From an optimization exercise on the open Yosys and OpenROAD flow, aimed at small area; shortcuts taken in it are not production practice.
The RTL was checked by simulation tests, not by an equivalence proof against the original design.

==> inputs of trial 55 <==
Design odo_keccak800, start of the top module:
module odo_keccak800(clk, rst, in, read, out, write);
    input clk;
    input rst;
    input [639:0] in;
    input read;
    output [255:0] out;
    output write;
    keccak_hasher #(640, 4) hash(clk, rst, in, read, out, write);
endmodule
==> module keccak_hasher, before the edit <==
module keccak_hasher(clk, rst, in, read, out, write);
    parameter WIDTH = 0;  
    parameter THROUGHPUT = 0;  
    localparam ROUNDS = 12;
    input clk;
    input rst;
    input [WIDTH-1:0] in;
    input read;
    output [255:0] out;
    output write;
    genvar i;
    reg [799:0] ra, rb, rc;
    reg [ROUNDS:0] progress;
    reg [255:0] result;
    wire [807:0] padded = {8'h35, {799-WIDTH{1'b0}}, 1'b1, in};
    function [7:0] key;
        input integer r;
        integer j;
        reg [7:0] k;
        begin
            k = 8'h35;
            for (j = 0; j < r; j = j+1)
                k = {k[3]^k[4]^k[6]^k[7], k[2]^k[3]^k[5]^k[6], k[1]^k[2]^k[4]^k[5],
                     k[0]^k[1]^k[3]^k[4], k[0]^k[2]^k[4]^k[5]^k[7], k[1]^k[5]^k[6]^k[7],
                     k[0]^k[4]^k[5]^k[6], k[7]};
            key = k;
        end
    endfunction
    wire [7:0] key_a = (progress[0] ? key(0) : 8'b0) | (progress[3] ? key(3) : 8'b0) |
                       (progress[6] ? key(6) : 8'b0) | (progress[9] ? key(9) : 8'b0);
    wire [7:0] key_b = (progress[1] ? key(1) : 8'b0) | (progress[4] ? key(4) : 8'b0) |
                       (progress[7] ? key(7) : 8'b0) | (progress[10] ? key(10) : 8'b0);
    wire [7:0] key_c = (progress[2] ? key(2) : 8'b0) | (progress[5] ? key(5) : 8'b0) |
                       (progress[8] ? key(8) : 8'b0) | (progress[11] ? key(11) : 8'b0);
    wire load = ~(progress[2] | progress[5] | progress[8]);
    wire load_next = rst | ~(progress[1] | progress[4] | progress[7]);
    wire [799:0] xa, xb, xc, start_n, ta_n, tb, tc;
    keccak_rpci #(1) rpci_a(ra, key_a, xa);
    keccak_theta     theta_b(xa, tb);
    keccak_rpci #(0) rpci_b(rb, key_b, xb);
    keccak_theta     theta_c(xb, tc);
    keccak_rpci #(0) rpci_c(rc, key_c, xc);
    generate
    for (i = 0; i < 20; i = i+1)
    begin : muxes
        keccak_muxn #(32) mux(clk, load_next, xc[((i)*(32)) +: 32], padded[((i)*(32)) +: 32], start_n[((i)*(32)) +: 32]);
    end
    endgenerate
    assign start_n[799:640] = ~(load ? padded[799:640] : xc[799:640]);
    keccak_theta     theta_a(start_n, ta_n);
    always @(posedge clk)
    begin
        ra <= ta_n;
        rb <= tb;
        rc <= tc;
        progress <= rst ? {(ROUNDS+1){1'b0}} : {progress[ROUNDS-1:0], read};
        result <= xc[255:0];
    end
    assign out = result;
    assign write = progress[ROUNDS];
endmodule
Settings: LEC_CHECK=0, CAP_MARGIN=40, CORE_MARGIN=2, CORE_UTILIZATION=25, CTS_BUF_LIST=sky130_fd_sc_hd__clkbuf_8, GPL_TIMING_DRIVEN=0, PLACE_DENSITY=0.32, SETUP_SLACK_MARGIN=0.6, SLEW_MARGIN=40, SYNTH_HIERARCHICAL=1, SYNTH_MINIMUM_KEEP_SIZE=0; clock period 5.0 ns.
run.sh (not shown) runs the stock make flow with config.mk's settings and CLKGATE_MAP_FILE= SYNTH_SCRIPT=/design/flow/synth_recipe.tcl, a recipe that flattens the netlist after the stock synthesis.
==> inputs of trial 85, as changes to trial 55 <==
--- a/flow/design.v
+++ b/flow/design.v
@@ -222,6 +222,5 @@
     genvar i;
     reg [799:0] ra, rb, rc;
-    reg [ROUNDS:0] progress;
-    reg [255:0] result;
+    reg [ROUNDS-1:0] progress;
     wire [807:0] padded = {8'h35, {799-WIDTH{1'b0}}, 1'b1, in};
     function [7:0] key;
@@ -265,9 +264,8 @@
         rb <= tb;
         rc <= tc;
-        progress <= rst ? {(ROUNDS+1){1'b0}} : {progress[ROUNDS-1:0], read};
-        result <= xc[255:0];
-    end
-    assign out = result;
-    assign write = progress[ROUNDS];
+        progress <= rst ? {ROUNDS{1'b0}} : {progress[ROUNDS-2:0], read};
+    end
+    assign out = xc[255:0];
+    assign write = progress[ROUNDS-1];
 endmodule
 module odo_keccak800(clk, rst, in, read, out, write);
==> flow/config.mk (replaced) <==
export PLATFORM = sky130hd
export DESIGN_NAME = odo_keccak800
export DESIGN_NICKNAME = odo_keccak800
export VERILOG_FILES = /design/flow/design.v
export SDC_FILE = /design/flow/constraint.sdc
export NUM_CORES = 4
export LEC_CHECK = 0
export CAP_MARGIN = 15
export CORE_MARGIN = 2
export CORE_UTILIZATION = 38
export CTS_BUF_LIST = sky130_fd_sc_hd__clkbuf_4 sky130_fd_sc_hd__clkbuf_8
export GPL_TIMING_DRIVEN = 0
export PLACE_DENSITY = 0.47
export SLEW_MARGIN = 15
export SYNTH_HIERARCHICAL = 1
export SYNTH_MINIMUM_KEEP_SIZE = 0
==> inputs of build 79, as changes to trial 55 <==
--- a/flow/design.v
+++ b/flow/design.v
@@ -222,6 +222,5 @@
     genvar i;
     reg [799:0] ra, rb, rc;
-    reg [ROUNDS:0] progress;
-    reg [255:0] result;
+    reg [ROUNDS-1:0] progress;
     wire [807:0] padded = {8'h35, {799-WIDTH{1'b0}}, 1'b1, in};
     function [7:0] key;
@@ -265,9 +264,8 @@
         rb <= tb;
         rc <= tc;
-        progress <= rst ? {(ROUNDS+1){1'b0}} : {progress[ROUNDS-1:0], read};
-        result <= xc[255:0];
-    end
-    assign out = result;
-    assign write = progress[ROUNDS];
+        progress <= rst ? {ROUNDS{1'b0}} : {progress[ROUNDS-2:0], read};
+    end
+    assign out = xc[255:0];
+    assign write = progress[ROUNDS-1];
 endmodule
 module odo_keccak800(clk, rst, in, read, out, write);
==> flow/config.mk (replaced) <==
export PLATFORM = sky130hd
export DESIGN_NAME = odo_keccak800
export DESIGN_NICKNAME = odo_keccak800
export VERILOG_FILES = /design/flow/design.v
export SDC_FILE = /design/flow/constraint.sdc
export NUM_CORES = 4
export LEC_CHECK = 0
export CAP_MARGIN = 20
export CORE_MARGIN = 2
export CORE_UTILIZATION = 30
export GPL_TIMING_DRIVEN = 0
export PLACE_DENSITY = 0.4
export SLEW_MARGIN = 20
export SYNTH_HIERARCHICAL = 1
export SYNTH_MINIMUM_KEEP_SIZE = 0
==> inputs of trial 60, as changes to trial 55 <==
--- a/flow/design.v
+++ b/flow/design.v
@@ -222,6 +222,5 @@
     genvar i;
     reg [799:0] ra, rb, rc;
-    reg [ROUNDS:0] progress;
-    reg [255:0] result;
+    reg [ROUNDS-1:0] progress;
     wire [807:0] padded = {8'h35, {799-WIDTH{1'b0}}, 1'b1, in};
     function [7:0] key;
@@ -265,9 +264,8 @@
         rb <= tb;
         rc <= tc;
-        progress <= rst ? {(ROUNDS+1){1'b0}} : {progress[ROUNDS-1:0], read};
-        result <= xc[255:0];
-    end
-    assign out = result;
-    assign write = progress[ROUNDS];
+        progress <= rst ? {ROUNDS{1'b0}} : {progress[ROUNDS-2:0], read};
+    end
+    assign out = xc[255:0];
+    assign write = progress[ROUNDS-1];
 endmodule
 module odo_keccak800(clk, rst, in, read, out, write);
==> flow/config.mk (replaced) <==
export PLATFORM = sky130hd
export DESIGN_NAME = odo_keccak800
export DESIGN_NICKNAME = odo_keccak800
export VERILOG_FILES = /design/flow/design.v
export SDC_FILE = /design/flow/constraint.sdc
export NUM_CORES = 4
export LEC_CHECK = 0
export CAP_MARGIN = 35
export CORE_MARGIN = 2
export CORE_UTILIZATION = 28
export CTS_BUF_LIST = sky130_fd_sc_hd__clkbuf_8
export PLACE_DENSITY = 0.36
export SETUP_SLACK_MARGIN = 0.5
export SLEW_MARGIN = 35
export SYNTH_HIERARCHICAL = 1
export SYNTH_MINIMUM_KEEP_SIZE = 0
==> comparison table <==
item                                                                            trial 55                                                               trial 60                  trial 85                                                               build 79
Status                                                           complete, no violations                                               finished with violations            did not finish                                               finished with violations
Stage where the flow stopped                                                           -                                                                      -  global routing (5_1_grt)                                                                      -
Reasons for failing layout checks                                                      -  max-capacitance violations, max-slew violations, negative setup slack                         -  max-capacitance violations, max-slew violations, negative setup slack
Most common cell after layout, fill and taps aside                                xor2_1                                                                 xor2_1                         -                                                                 xor2_1
Highest layer used for signal routing                                               met5                                                                   met5                         -                                                                   met5
Placed cells                                                                       21.9k                                                                  21.8k                     18.8k                                                                  20.1k
Number of resized instances in the post-cts repair step                               85                                                                      8                        12                                                                     30
Post-Syn Nets                                                                      13.9k                                                                  13.6k                     13.6k                                                                  13.6k
Multi-input gates                                                                  10.4k                                                                  10.4k                         -                                                                  10.4k
Num sequential                                                                      2689                                                                   2432                         -                                                                   2432
Area occupied by multi-input gates                                             0.102 mm2                                                             0.0884 mm2                         -                                                             0.0913 mm2
Final total negative setup slack                                                    0 ns                                                              -0.310 ns                         -                                                              -45.71 ns
Crit-path most repeated cell                                                      xor2_2                                                                 xor2_1                         -                                                                 xor2_1
Tcrit/Tclk final                                                                   0.972                                                                   1.06                         -                                                                   1.17
Stage delay of the slowest cell on the critical path                             0.89 ns                                                                1.39 ns                         -                                                                1.48 ns
Aggregate routed wire length                                                     1530 mm                                                                1480 mm                         -                                                                1430 mm
Most area-hungry cell class in the final design          multi-input combinational cells                                        multi-input combinational cells                         -                                        multi-input combinational cells
TritonCTS clock tree                                                                 yes                                                                    yes                         -                                                                    yes
Clock latency at the later pin of the worst-skew pair                            1.44 ns                                                                1.41 ns                         -                                                                1.07 ns
Nets                                                                               15.6k                                                                  16.5k                         -                                                                  15.1k
Setup slack of the most critical reg-to-reg path                                 0.14 ns                                                               -0.31 ns                         -                                                               -0.85 ns
Worst-margin pin slew                                                            1.27 ns                                                                1.84 ns                         -                                                                2.42 ns
Combined flip-flop and latch cell area                                        0.0542 mm2                                                             0.0489 mm2                         -                                                             0.0488 mm2

## what the ideal ports hide
The flow's constraints put no driver on any port. The routed layouts listed below were extracted and timed again, unchanged, in two steps.
Step 1 assumes that a clkbuf_16 drives the clock port and a buf_2 every other input.
Step 2 moves the port delays by t, midway between the first and last clock arrival at a register: inputs arrive t later, outputs are due t later. That takes back most of the time a late clock gives input paths.
a / b / c = ideal / step 1 / step 2; a / b = the first two.
| run | t (ns) | setup WS [ns] | clock arrival spread, ns |
|---|---|---|---|
| trial 55 | 1.526 | 0.142 / 0.142 / -0.105 | 0.118 / 0.118 |
| build 79 | 1.168 | -0.855 / -0.855 / -1.151 | 0.088 / 0.088 |
| trial 60 | 1.482 | -0.310 / -0.310 / -0.484 | 0.165 / 0.165 |
With both steps, setup timing fails in trial 55, where it was met with ideal ports. For build 79, which loses most, drivers alone change the setup slack by 0.000 ns; drivers and shift together by -0.296 ns.
